Background: an optimization exercise with open tools, aiming at small area, a short achievable clock period and few clock cycles per item. Do not read the settings as production practice. Function was checked by simulation only, so behaviour that the tests miss may differ from the original. Power is estimated from default activity; no workload was simulated.

## flow/design.v (module list and top-level ports; edited modules follow where they fit)
// module booth_kod: 19 lines
// module mul_s1: 4087 lines
// module mul_s2: 1202 lines
// module mul_s3: 552 lines
// module booth_xnor: 3 lines
// module booth_sec: 3 lines
// module gp_hucre: 4 lines
// module g_hucre: 3 lines
// module fa_hucre: 4 lines
// module ha_hucre: 4 lines
// module floating_carpma: 156 lines
module floating_carpma #(
	parameter N_BIT 		= 64,
	parameter EXPONENT 		= 11,
	parameter FRACTION      = 52,
	parameter DURUM_UST_BIT = 105,
	parameter BIAS 			= 1023,
	parameter CS1W          = 530,   
	parameter CS2W          = 207
	)
    (
	input 		clk,
	input 		rst,
	input 		start,
	input 		[N_BIT-1:0] carpan,
	input 		[N_BIT-1:0] carpilan,
	output 		[N_BIT-1:0] sonuc,
	output 		ready,
	output 		done
    );
  // ...
==> flow/run.sh <==
#!/bin/bash
# synth_recipe.tcl (not shown) runs the flow's synth.tcl, then flattens the netlist and writes it again
# the make line also repeats each setting of config.mk as NAME=value (left out here)
make -C /OpenROAD-flow-scripts/flow DESIGN_CONFIG=/design/flow/config.mk WORK_HOME=/design/flow/orfs CLKGATE_MAP_FILE= SYNTH_SCRIPT=/design/flow/synth_recipe.tcl finish
==> flow/config.mk <==
export PLATFORM = sky130hd
export DESIGN_NAME = floating_carpma
export DESIGN_NICKNAME = floating_carpma
export VERILOG_FILES = /design/flow/design.v
export SDC_FILE = /design/flow/constraint.sdc
export NUM_CORES = 4
export LEC_CHECK = 0
export CAP_MARGIN = 20
export CORE_MARGIN = 2
export CORE_UTILIZATION = 45
export CTS_BUF_LIST = sky130_fd_sc_hd__clkbuf_8 sky130_fd_sc_hd__clkbuf_4
export SETUP_SLACK_MARGIN = 3.0
export SLEW_MARGIN = 20
export SYNTH_HIERARCHICAL = 1
export SYNTH_MINIMUM_KEEP_SIZE = 0
==> flow/constraint.sdc <==
create_clock -name core_clock -period 6.0 [get_ports {clk}]
set_input_delay 1.2000 -clock core_clock [delete_from_list [all_inputs] [get_ports {clk}]]
set_output_delay 1.2000 -clock core_clock [all_outputs]
set_load 0.01 [all_outputs]
==> metrics.md, run 1 <==
| Metric | Value |
|---|---|
| Core Rows | `161` |
| Overall routed net length | `332 mm` |
| Pin count of the biggest net entering global routing | `56` |
| Setup TNS | `0 ns` |
| Total design power | `52.8 mW` |
| Worst slew pin tran | `1.06 ns` |
| Worst clock skew | `0.114 ns` |
| Commonest non-fill, non-tap cell in the layout | `o22ai_1` |
| Met2 usage | `46.4%` |
| WL/cell | `33.3 um` |
| R2R Path End | `cs1_r[299]` |
| Fraction of area in multi-input gates | `61.2%` |
| Logic inverters | `208` |
| CP arrival | `3.95 ns` |
| CP endpoint kind | `flop` |
| Drt pass-1 iters | `9` |
| Initial antenna violation count | `19` |
| Inst Count DP | `9359` |
| Overall routing resource usage | `33.0%` |
| CTS Hold Buffers Added | `0` |
| Post CTS Setup Buffer Count | `158` |
| Rel. slew slack | `29.4%` |
| Inserted Clock Buffers | `190` |
| Crit path depth | `5` |
| Status | `finished clean` |
| Max cap viols | `0` |
| CTS tree | `yes` |
| Top Ports | `197` |
| Peak supply drop | `0.000444 V` |
| Cells after synthesis | `7453` |
| Clock network share of area | `4.73%` |
| Worst Slack Setup Final | `2.90 ns` |
| Iter 0 DRT Violations | `10000` |
| Min-Delay Endpoint | `inf3_r` |
| Final Cell Area | `93500 sq um` |
| Min Hold Slack | `0.300 ns` |
| Gr ovfl total | `0` |
| Met2 wire length | `133 mm` |
| CTS H-tree depth | `4` |
| Min-delay worst type | `reg2reg` |
| Layout area overhead | `7.02%` |
Testbench counts, summed over its fixed seeds: cycles 3,232, ops 3,200.
==> run 2, diff against run 1 <==
--- a/flow/config.mk
+++ b/flow/config.mk
@@ -11,3 +11,3 @@
 export CTS_BUF_LIST = sky130_fd_sc_hd__clkbuf_8 sky130_fd_sc_hd__clkbuf_4
-export SETUP_SLACK_MARGIN = 3.0
+export SETUP_SLACK_MARGIN = 2.7
 export SLEW_MARGIN = 20
==> run 2 against run 1 <==
Against the previous run:
- final area decreased by 3.0%
- global-route usage decreased by 1.8 points
- fmax decreased by 6.1%
- die area unchanged
- register-to-register slack got worse by 0.20 ns
- clock power decreased by 7.4%
- wire length decreased by 5.1%
- power decreased by 1.5%
- first-iteration DRC count decreased by 10%
- combinational power decreased by 2%
- sequential power increased by 3%
- critical path type unchanged
- critical endpoint is now cs1_r[266]
==> metrics.md, run 2 <==
| Metric | Value |
|---|---|
| Status | `finished clean` |
| Final Core Density | `47.0%` |
| Initial antenna violation count | `17 (-2)` |
| Reg-to-reg setup timing slack | `2.70 ns` |
| Layout cells sized above 1 | `10.7%` |
| CTS tree | `yes` |
| Max cap viols | `0 (unchanged)` |
| Crit path max-delay family | `adder cells` |
| P_sw | `22.4 mW` |
| Rel. slew slack | `26.6% (-2.8 points)` |
| Final Cycle Share | `55.0%` |
| Final Slew Violations | `0` |
| Gp weighted congestion | `0.975` |
| Hold path start | `cs1_r[529]` |
| Final HPWL DP | `214 mm` |
| Max clock buf depth | `3` |
| Inserted Clock Buffers | `185 (-2.6%)` |
| Internal power | `29.7 mW` |
| Commonest non-fill, non-tap cell in the layout | `o22ai_1` |
| Cells on Worst Hold Path | `0` |
| Worst path max stage delay | `0.63 ns` |
| Root Buffer | `clkbuf_8` |
| Drt pass-1 iters | `7 (-2)` |
| Depth of the most critical reg-to-reg path | `6` |
| Pwr dens | `574 nW/um^2` |
| Synth Cell Area | `87400 sq um` |
| Core Rows | `161 (unchanged)` |
| Yosys warns | `7` |
| Final Hold Viols | `0` |
| Iter 0 DRT Violations | `9016 (-10%)` |
| Die Footprint | `198000 sq um` |
| WL/cell | `32.2 um (-3.4%)` |
| Die Y | `445 um` |
| Vias | `62100` |
| Starting utilization of the core area | `45.3%` |
| Pin count of the biggest net entering global routing | `61 (+8.9%)` |
| Final Cell Area | `90700 sq um (-3.0%)` |
| CP endpoint kind | `flop` |
| Cells after synthesis | `7453 (unchanged)` |
| Layout area overhead | `3.83%` |
| Fmax | `0.303 GHz` |
| Switching portion of total power | `43.0%` |
| Largest Register | `cs1_r` |
| Remaining DRCs | `0` |
| Crit-path most repeated cell | `fa_1` |
| Peak supply drop | `0.000496 V (+12%)` |
| RSZ-0062 raised after global routing | `yes` |
| LEAKAGE | `35.6 nW` |
| Clk sinks | `1054` |
| Min Tclk post-route | `3.30 ns` |
| Slowest CP cell | `dfxtp_4` |
| CP startpoint | `neg_r[17]` |
| R2R Path End | `cs1_r[266]` |
| Gr ovfl total | `0 (unchanged)` |
| Crit path depth | `6 (+1)` |
| CP arrival | `4.14 ns (+0.19 ns)` |
| Die width | `445 um` |
| Overall routing resource usage | `31.3% (-1.8 points)` |
| Worst Setup Start Kind | `flop` |
| Worst clock skew | `0.0823 ns (-0.0313 ns)` |
| Largest registers | `cs1_r x530, cs2_r x206, sonuc_ x64` |
| Overall routed net length | `315 mm (-5.1%)` |
| Core Area | `193000 sq um` |
| Setup TNS | `0 ns (unchanged)` |
| Worst r2r src | `neg_r[17]` |
| Crit path max fanout | `19` |
| Vias/cell | `6.36` |
| Critical path cell sequence | `buf_4 > xnor2_1 > o22ai_1 > fa_1 > fa_1 > fa_1` |
| Max FFs per register | `530` |
| Min-delay worst type | `reg2reg` |
| Min-Delay Endpoint | `cs2_r[206]` |
| Most frequent cells in the layout | `o22ai_1, fa_1, xnor2_1` |
| First-pass GRT wire length | `449 mm` |
| WP data required | `6.84 ns` |
| Logic pwr share | `60.1%` |
| Flop pwr share | `25.9%` |
| Worst slew pin tran | `1.10 ns (+0.0419 ns)` |
| CP Buf/Inv Count | `1` |
| Number of global-route vias before repair | `65300` |
| Worst Slack Setup Final | `2.70 ns (-0.202 ns)` |
| Placed cell area | `85400 sq um` |
| CP Class | `reg2reg` |
| Worst skew pair latency | `1.03 ns` |
| Synthesized area per cell | `11.7 sq um` |
| Clock power frac | `14.0%` |
| Top Ports | `197 (unchanged)` |
| Port Buffer Count | `195` |
| Post-route ant nets | `0` |
| Final nets | `8768` |
| CTS H-tree depth | `4 (unchanged)` |
| Post-place setup slack | `2.24 ns` |
| Worst-path clk slew | `0.06 ns` |
| Setup-failing EPs final | `0` |
## run 2: through the flow
step / hold WS (ns) / instances / total power, mW
floorplan: 0.310 / 7483 / 50.0
global placement: 0.310 / 9353 / 43.7
detailed placement: 0.312 / 9354 / 44.4
CTS: 0.317 / 9714 / 52.4
global route: 0.328 / 9773 / 57.3
finish: 0.318 / 9776 / 52.0
## run 2: worst reg2reg max path: cells and delay by family (launching register included)
family | cells | cell delay (ns)
fa+ha+maj | 3 | 1.57
flops | 1 | 0.63
xor+xnor | 1 | 0.21
compound gates | 1 | 0.27
buf+inv | 1 | 0.45
## run 2: power groups by stage
stage / Sequential (mW) / Clock [mW] / Combinational (mW)
finish: 13.5 / 7.28 / 31.3
floorplan: 13.0 / 0 / 37.0
global route: 13.8 / 7.79 / 35.7
CTS: 13.5 / 7.45 / 31.4
global placement: 13.7 / 0 / 30.1
detailed placement: 13.8 / 0 / 30.6
## run 2: worst max path at each step
stage / endpoint
after floorplan: cs1_r[143]
after global placement: b_fr0_r
after detailed placement: us0_r[9]
after CTS: cs1_r[184]
after global routing: cs1_r[376]
final: cs1_r[266]
## run 2: layer usage
| metal | track usage (%) | share of wire, % | vias to the layer above |
|---|---|---|---|
| met5 | 0.171 | 0.098 | - |
| met4 | 21.5 | 8.4 | 14 |
| met3 | 11.5 | 13 | 1298 |
| met2 | 45.7 | 42 | 5202 |
| met1 | 38.3 | 36 | 31000 |
| li1 | - | - | 24700 |
## run 2: area by class of cell
cell class	instances	area, sq um
fillers	17500	102000
multi-input cells	5253	57200
flip-flops and latches	1054	21500
repair buffers	388	3970
clock buffers	276	3450
well taps	2526	3160
inverters	208	781
clock inverters	59	612
diodes	12	30.0
## run 2: timing repair
action | in CTS | in global routing
endpoints found under the setup margin | 331 | 133
buffers inserted | 25 | 50
resized for setup | 42 | 32
hold buffers | 0 | 0
==> run 3, diff against run 2 <==
--- a/flow/config.mk
+++ b/flow/config.mk
@@ -11,3 +11,4 @@
 export CTS_BUF_LIST = sky130_fd_sc_hd__clkbuf_8 sky130_fd_sc_hd__clkbuf_4
-export SETUP_SLACK_MARGIN = 2.7
+export PLACE_DENSITY = 0.75
+export SETUP_SLACK_MARGIN = 3.0
 export SLEW_MARGIN = 20
==> run 3 against run 2 <==
Against the previous run:
- cell count rose by 2.0%
- power rose by 2.2%
- first-iteration DRC count rose by 20%
- wire length rose by 8.7%
- global-route usage rose by 2.3 points
- die area did not move
- combinational power rose by 4%
- critical path type unchanged
- critical endpoint is now cs1_r[41]
- largest cell class unchanged
- largest power group unchanged
==> metrics.md, run 3 <==
| Metric | Value |
|---|---|
| Placed cell area | `85500 sq um (about the same)` |
| Setup-failing EPs final | `0 (unchanged)` |
| Final Slew Violations | `0 (unchanged)` |
| Synth Cell Area | `87400 sq um (unchanged)` |
| Initial antenna violation count | `22 (+5)` |
| LEAKAGE | `37.3 nW (+4.7%)` |
| Final nets | `8959 (+2.2%)` |
| Worst skew pair latency | `1.06 ns (+0.03 ns)` |
| Pin count of the biggest net entering global routing | `56 (-8.2%)` |
| Core Area | `193000 sq um (unchanged)` |
| Max cap viols | `0 (unchanged)` |
| Pwr dens | `567 nW/um^2 (-1.2%)` |
| Setup TNS | `0 ns (unchanged)` |
| Clk sinks | `1054 (unchanged)` |
| Fillcell total | `16700 (-4.5%)` |
| Die Footprint | `198000 sq um (unchanged)` |
| Worst Setup Start Kind | `flop` |
| RSZ-0062 raised after global routing | `yes` |
| Overall routed net length | `342 mm (+8.7%)` |
| Worst clock skew | `0.0986 ns (+0.0163 ns)` |
| CP arrival | `4.03 ns (-0.11 ns)` |
| CP endpoint kind | `flop` |
| WP data required | `6.90 ns (+0.06 ns)` |
| Max FFs per register | `530 (unchanged)` |
| CTS Hold Buffers Added | `0 (unchanged)` |
| Min-delay worst type | `reg2reg` |
| Fmax | `0.320 GHz (+5.5%)` |
| Synthesized area per cell | `11.7 sq um (unchanged)` |
| Total design power | `53.2 mW (+2.2%)` |
| WL/cell | `34.3 um (+6.6%)` |
| Layout area overhead | `7.36%` |
| CP Class | `reg2reg` |
| Overall routing resource usage | `33.6% (+2.3 points)` |
| Top Ports | `197 (unchanged)` |
| CTS tree | `yes` |
| CTS H-tree depth | `4 (unchanged)` |
| Register area | `21600 sq um (+0.23%)` |
| Drt pass-1 iters | `13 (+6)` |
| Worst-path clk slew | `0.06 ns (about the same)` |
| Crit path max fanout | `18 (-1)` |
| Vias | `66100 (+6.4%)` |
| Starting utilization of the core area | `45.3% (unchanged)` |
| Post-route ant nets | `0 (unchanged)` |
| Cells after synthesis | `7453 (unchanged)` |
| Final Cycle Share | `52.1% (-2.9 points)` |
| Multi-input gate area | `57300 sq um (+0.23%)` |
| Final Cell Area | `93800 sq um (+3.4%)` |
| Gr ovfl total | `0 (unchanged)` |
| Port Buffer Count | `195 (unchanged)` |
| Remaining DRCs | `0 (unchanged)` |
| Min Tclk post-route | `3.13 ns (-0.173 ns)` |
| Core Rows | `161 (unchanged)` |
| Commonest non-fill, non-tap cell in the layout | `o22ai_1` |
| Yosys warns | `7 (unchanged)` |
| Final Core Density | `48.7% (+1.6 points)` |
| Worst slew pin tran | `1.31 ns (+0.204 ns)` |
| Die width | `445 um (unchanged)` |
| Peak supply drop | `0.000487 V (-1.8%)` |
| Status | `finished clean` |
| Layout cells sized above 1 | `13.4% (+2.7 points)` |
| Vias/cell | `6.63 (+4.3%)` |
| Largest Register | `cs1_r` |
| Largest registers | `cs1_r x530, cs2_r x206, sonuc_ x64` |
| Most frequent cells in the layout | `o22ai_1, fa_1, xnor2_1` |
| Iter 0 DRT Violations | `10800 (+20%)` |
| Rel. slew slack | `12.8% (-14 points)` |
| Die Y | `445 um (unchanged)` |
| Root Buffer | `clkbuf_8` |
| First-pass GRT wire length | `474 mm (+5.7%)` |
| Final Hold Viols | `0 (unchanged)` |
| Inserted Clock Buffers | `181 (-2.2%)` |
| Number of global-route vias before repair | `67500 (+3.4%)` |
| Final HPWL DP | `214 mm (about the same)` |
| Max clock buf depth | `3 (unchanged)` |
| Gp weighted congestion | `1.05 (+7.7%)` |
[run 3: cell type report]
type                            instances  share of cell area, %
Timing Repair Buffer                  583                   7.11
Multi-Input combinational cell       5253                   61.1
Antenna cell                           14                 0.0374
Clock inverter                         67                  0.879
Tap cell                             2526                   3.37
Inverter                              208                  0.840
Clock buffer                          270                   3.66
Sequential cell                      1054                   23.0
[run 3: worst max-delay path: stages (launching register included)]
cell     delay (ns)
dfxtp_4        0.40
buf_4          0.18
buf_12         0.16
xnor2_1        0.47
o22ai_1        0.20
fa_1           0.50
fa_1           0.57
fa_1           0.43
[run 3: worst paths after layout]
kind	startpoint	endpoint	slack [ns]	cells past startpoint
max	neg_r[3]	cs1_r[41]	2.87	7
min	cs1_r[2]	cs2_r[2]	0.32	0
max reg2reg	neg_r[3]	cs1_r[41]	2.87	7
min reg2reg	cs1_r[2]	cs2_r[2]	0.32	0
[run 3: timing repair]
| action | 4_1_cts | 5_1_grt |
|---|---|---|
| setup buffers | 153 | 105 |
| resized for setup | 193 | 70 |
| setup endpoints to repair | 527 | 221 |
| gates cloned | 0 | 3 |
[run 3: power breakdown]
group          total [mW]  internal [mW]  switching (mW)  leakage, nW
logic                32.4           14.8            17.7         26.2
clock network        7.61           4.29            3.32         2.24
registers            13.1           11.1            2.02         8.89
[run 3: per-layer routing]
| metal | share of wire (%) | track usage [%] | routed length [um] |
|---|---|---|---|
| met5 | 0.19 | 0.977 | 638 |
| met4 | 11 | 28.8 | 38900 |
| met3 | 17 | 17.9 | 56700 |
| met2 | 40 | 47.5 | 138000 |
| met1 | 32 | 36.5 | 108000 |
[run 3: metrics by stage]
step	setup slack (ns)	instances	hold WS, ns
2_1_floorplan	3.01	7483	0.310
3_3_place_gp	1.85	9359	0.310
3_5_place_dp	2.07	9360	0.312
4_1_cts	2.97	9850	0.325
5_1_grt	2.96	9964	0.329
6_report	2.87	9975	0.324
==> run 4, diff against run 3 <==
--- a/flow/config.mk
+++ b/flow/config.mk
@@ -10,4 +10,3 @@
 export CORE_UTILIZATION = 45
-export CTS_BUF_LIST = sky130_fd_sc_hd__clkbuf_8 sky130_fd_sc_hd__clkbuf_4
-export PLACE_DENSITY = 0.75
+export CTS_BUF_LIST = sky130_fd_sc_hd__clkbuf_4 sky130_fd_sc_hd__clkbuf_2
 export SETUP_SLACK_MARGIN = 3.0
==> run 4 against run 3 <==
Against the previous run:
- sequential cell count unchanged
- first-iteration DRC count shrank 2.2%
- via count is 0.78% lower
- still clean
- cell count is 1.5% higher
- largest cell class unchanged
- largest power group unchanged
==> metrics.md, run 4 <==
| Metric | Value |
|---|---|
| CTS tree | `yes` |
| Vias | `65600 (-0.78%)` |
| Final Cycle Share | `51.7% (-0.39 points)` |
| Final nets | `9066 (+1.2%)` |
| CTS H-tree depth | `5 (+1)` |
| Max clock buf depth | `4 (+1)` |
| Cells after synthesis | `7453 (unchanged)` |
| First-pass GRT wire length | `473 mm (-0.23%)` |
| Root Buffer | `clkbuf_4` |
| CP startpoint | `one_r[5]` |
| Core Rows | `161 (unchanged)` |
| Remaining DRCs | `0 (unchanged)` |
| Min-delay worst type | `in2reg` |
| Die Footprint | `198000 sq um (unchanged)` |
| CTS Hold Buffers Added | `0 (unchanged)` |
| Largest registers | `cs1_r x530, cs2_r x206, sonuc_ x64` |
| Min Tclk post-route | `3.10 ns (-0.0233 ns)` |
| Top Ports | `197 (unchanged)` |
| Reg-to-reg setup timing slack | `2.90 ns (+0.02 ns)` |
| Worst clock skew | `0.189 ns (+0.0909 ns)` |
| Post-route ant nets | `0 (unchanged)` |
| Rel. slew slack | `23.0% (+10 points)` |
| Fillcell total | `17200 (+3.2%)` |
| Yosys warns | `7 (unchanged)` |
| Vias/cell | `6.48 (-2.2%)` |
| Overall routed net length | `339 mm (-0.89%)` |
| Worst r2r src | `one_r[5]` |
| Final Hold Viols | `0 (unchanged)` |
| LEAKAGE | `37.1 nW (-0.56%)` |
| Pwr dens | `556 nW/um^2 (-1.9%)` |
| Min Hold Slack | `0.215 ns (-0.109 ns)` |
| Inst Count DP | `9359 (-0.011%)` |
| WL/cell | `33.5 um (-2.3%)` |
| Worst skew pair latency | `1.53 ns (+0.47 ns)` |
| Final std cells w/o fill | `10100 (+1.5%)` |
| Crit path max fanout | `54 (+36)` |
| Setup TNS | `0 ns (unchanged)` |
| R2R Path End | `cs1_r[233]` |
| Drt pass-1 iters | `10 (-3)` |
| Worst Setup Start Kind | `flop` |
| Worst slew pin tran | `1.15 ns (-0.154 ns)` |
| Gr ovfl total | `0 (unchanged)` |
| Inserted Clock Buffers | `312 (+72%)` |
| Fmax | `0.322 GHz (+0.75%)` |
| CP Class | `reg2reg` |
| Depth of the most critical reg-to-reg path | `4 (-3)` |
| Overall routing resource usage | `33.3% (-0.27 points)` |
| Number of global-route vias before repair | `67400 (-0.034%)` |
| Peak supply drop | `0.000439 V (-9.8%)` |
| WP data required | `7.27 ns (+0.37 ns)` |
| CP arrival | `4.37 ns (+0.34 ns)` |
| Initial antenna violation count | `17 (-23%)` |
| Iter 0 DRT Violations | `10500 (-2.2%)` |
| Worst-path clk slew | `0.08 ns (+0.02 ns)` |
| Layout cells sized above 1 | `15.3% (+1.9 points)` |
| Final Core Density | `48.3% (-0.40 points)` |
| Critical path cell sequence | `o22ai_1 > fa_1 > fa_1 > fa_1` |
| Crit-path most repeated cell | `fa_1` |
| Synthesized area per cell | `11.7 sq um (unchanged)` |
| Final HPWL DP | `212 mm (-0.67%)` |
| RSZ-0062 raised after global routing | `yes` |
| Most frequent cells in the layout | `o22ai_1, fa_1, xnor2_1` |
| Starting utilization of the core area | `45.3% (unchanged)` |
| CP endpoint kind | `flop` |
| Core Area | `193000 sq um (unchanged)` |
| Layout area overhead | `6.49%` |
| Max FFs per register | `530 (unchanged)` |
| Max cap viols | `0 (unchanged)` |
| Final Slew Violations | `0 (unchanged)` |
| Largest Register | `cs1_r` |
| Status | `finished clean` |
| Gp weighted congestion | `1.01 (-3.9%)` |
| Placed cell area | `85400 sq um (about the same)` |
| Slowest CP cell | `dfxtp_4` |
| Pin count of the biggest net entering global routing | `56 (unchanged)` |
| Die Y | `445 um (unchanged)` |
| CP Capture Point | `cs1_r[233]` |
| Setup-failing EPs final | `0 (unchanged)` |
| Final Cell Area | `93000 sq um (-0.82%)` |
| Port Buffer Count | `195 (unchanged)` |
| Die width | `445 um (unchanged)` |
| Synth Cell Area | `87400 sq um (unchanged)` |
| Commonest non-fill, non-tap cell in the layout | `o22ai_1` |
| Worst path max stage delay | `0.99 ns (+0.42 ns)` |
| Clk sinks | `1054 (unchanged)` |
==> run 4: final cells by class <==
class	count	area, sq um	share of cell area, %
timing repair buffer	558	6610	7.10
clock inverter	81	414	0.445
tap	2526	3160	3.40
sequential	1054	21600	23.2
multi-input combinational	5254	57300	61.6
antenna	24	60.1	0.0646
inverter	208	781	0.839
clock buffer	416	3120	3.36
==> run 4: worst max-delay path, delay by kind of cell (launching register included) <==
kind	cells	cell delay (ns)
adder cells (fa/ha/maj)	3	1.59
flip-flops	1	0.99
AO/OA/AOI/OAI	1	0.23
==> run 4: stage by stage <==
| stage | setup WS, ns | power (mW) |
|---|---|---|
| after floorplan | 3.01 | 50.0 |
| after global placement | 2.29 | 43.3 |
| after detailed placement | 2.36 | 44.0 |
| after CTS | 2.81 | 51.4 |
| after global routing | 2.83 | 56.8 |
| final | 2.90 | 51.8 |
==> run 4: per-layer routing <==
layer	track usage [%]	share of wire (%)	wire length, um	vias to the layer above
li1	-	-	-	25400
met3	15.6	15	52200	1847
met4	25.8	9.9	33700	7
met5	0.342	0.040	135	-
met2	46.9	40	136000	6228
met1	39.1	34	117000	32100
==> run 4: how the worst min path moves through the flow <==
| stage | start | to | cells past startpoint |
|---|---|---|---|
| 2_1_floorplan | inf1_r | inf2_r | 0 |
| 3_3_place_gp | us2_r[1] | us3_r[1] | 0 |
| 3_5_place_dp | us0_r[3] | us1_r[3] | 0 |
| 4_1_cts | carpan[3] | fa_r[3] | 1 |
| 5_1_grt | carpan[6] | fa_r[6] | 1 |
| 6_report | carpan[11] | fa_r[11] | 1 |
==> run 4: power by group <==
| part | internal [mW] | switching (mW) | leakage [nW] |
|---|---|---|---|
| clock network | 3.32 | 3.25 | 2.13 |
| registers | 11.1 | 2.03 | 8.89 |
| logic | 14.7 | 17.4 | 26.1 |
| total | 29.1 | 22.7 | 37.1 |
==> run 4: timing repair <==
item | in CTS | in global routing
endpoints found under the setup margin | 566 | 252
resized for setup | 444 | 86
pin swaps | 0 | 1
cloned | 0 | 1
buffers inserted | 184 | 56

-- afterwards: timing with drivers on the ports --
No port has a modelled driver above. Below, the same layouts with a new extraction and two added sets of constraints. Step 1: set_driving_cell puts a clkbuf_16 on clk and a buf_2 on each other input, an assumption about the parent block. Step 2 adds t to the input delays and takes it off the output delays; t is the mean of the earliest and latest rising clock arrival at the registers after step 1. Input paths then give back, and output paths get back, about the clock's delay inside the block. Slacks: no drivers / after step 1 / after step 2; pairs: no drivers / after step 1.
run	shift t [ns]	slack for setup (ns)	hold WS [ns]	worst slew at a driven data input, ns
run 1	1.107	2.902 / 2.902 / 2.286	0.300 / 0.300 / 0.300	0.18
run 2	1.075	2.700 / 2.700 / 2.177	0.318 / 0.318 / 0.318	0.20
run 3	1.101	2.872 / 2.872 / 2.298	0.324 / 0.324 / 0.324	0.05
run 4	1.519	2.895 / 2.856 / 2.280	0.215 / 0.145 / 0.305	0.18
After both steps setup and hold are still met in every run listed. The setup slack of run 1, which loses most, moves by 0.000 ns with the drivers and by -0.616 ns with both steps.
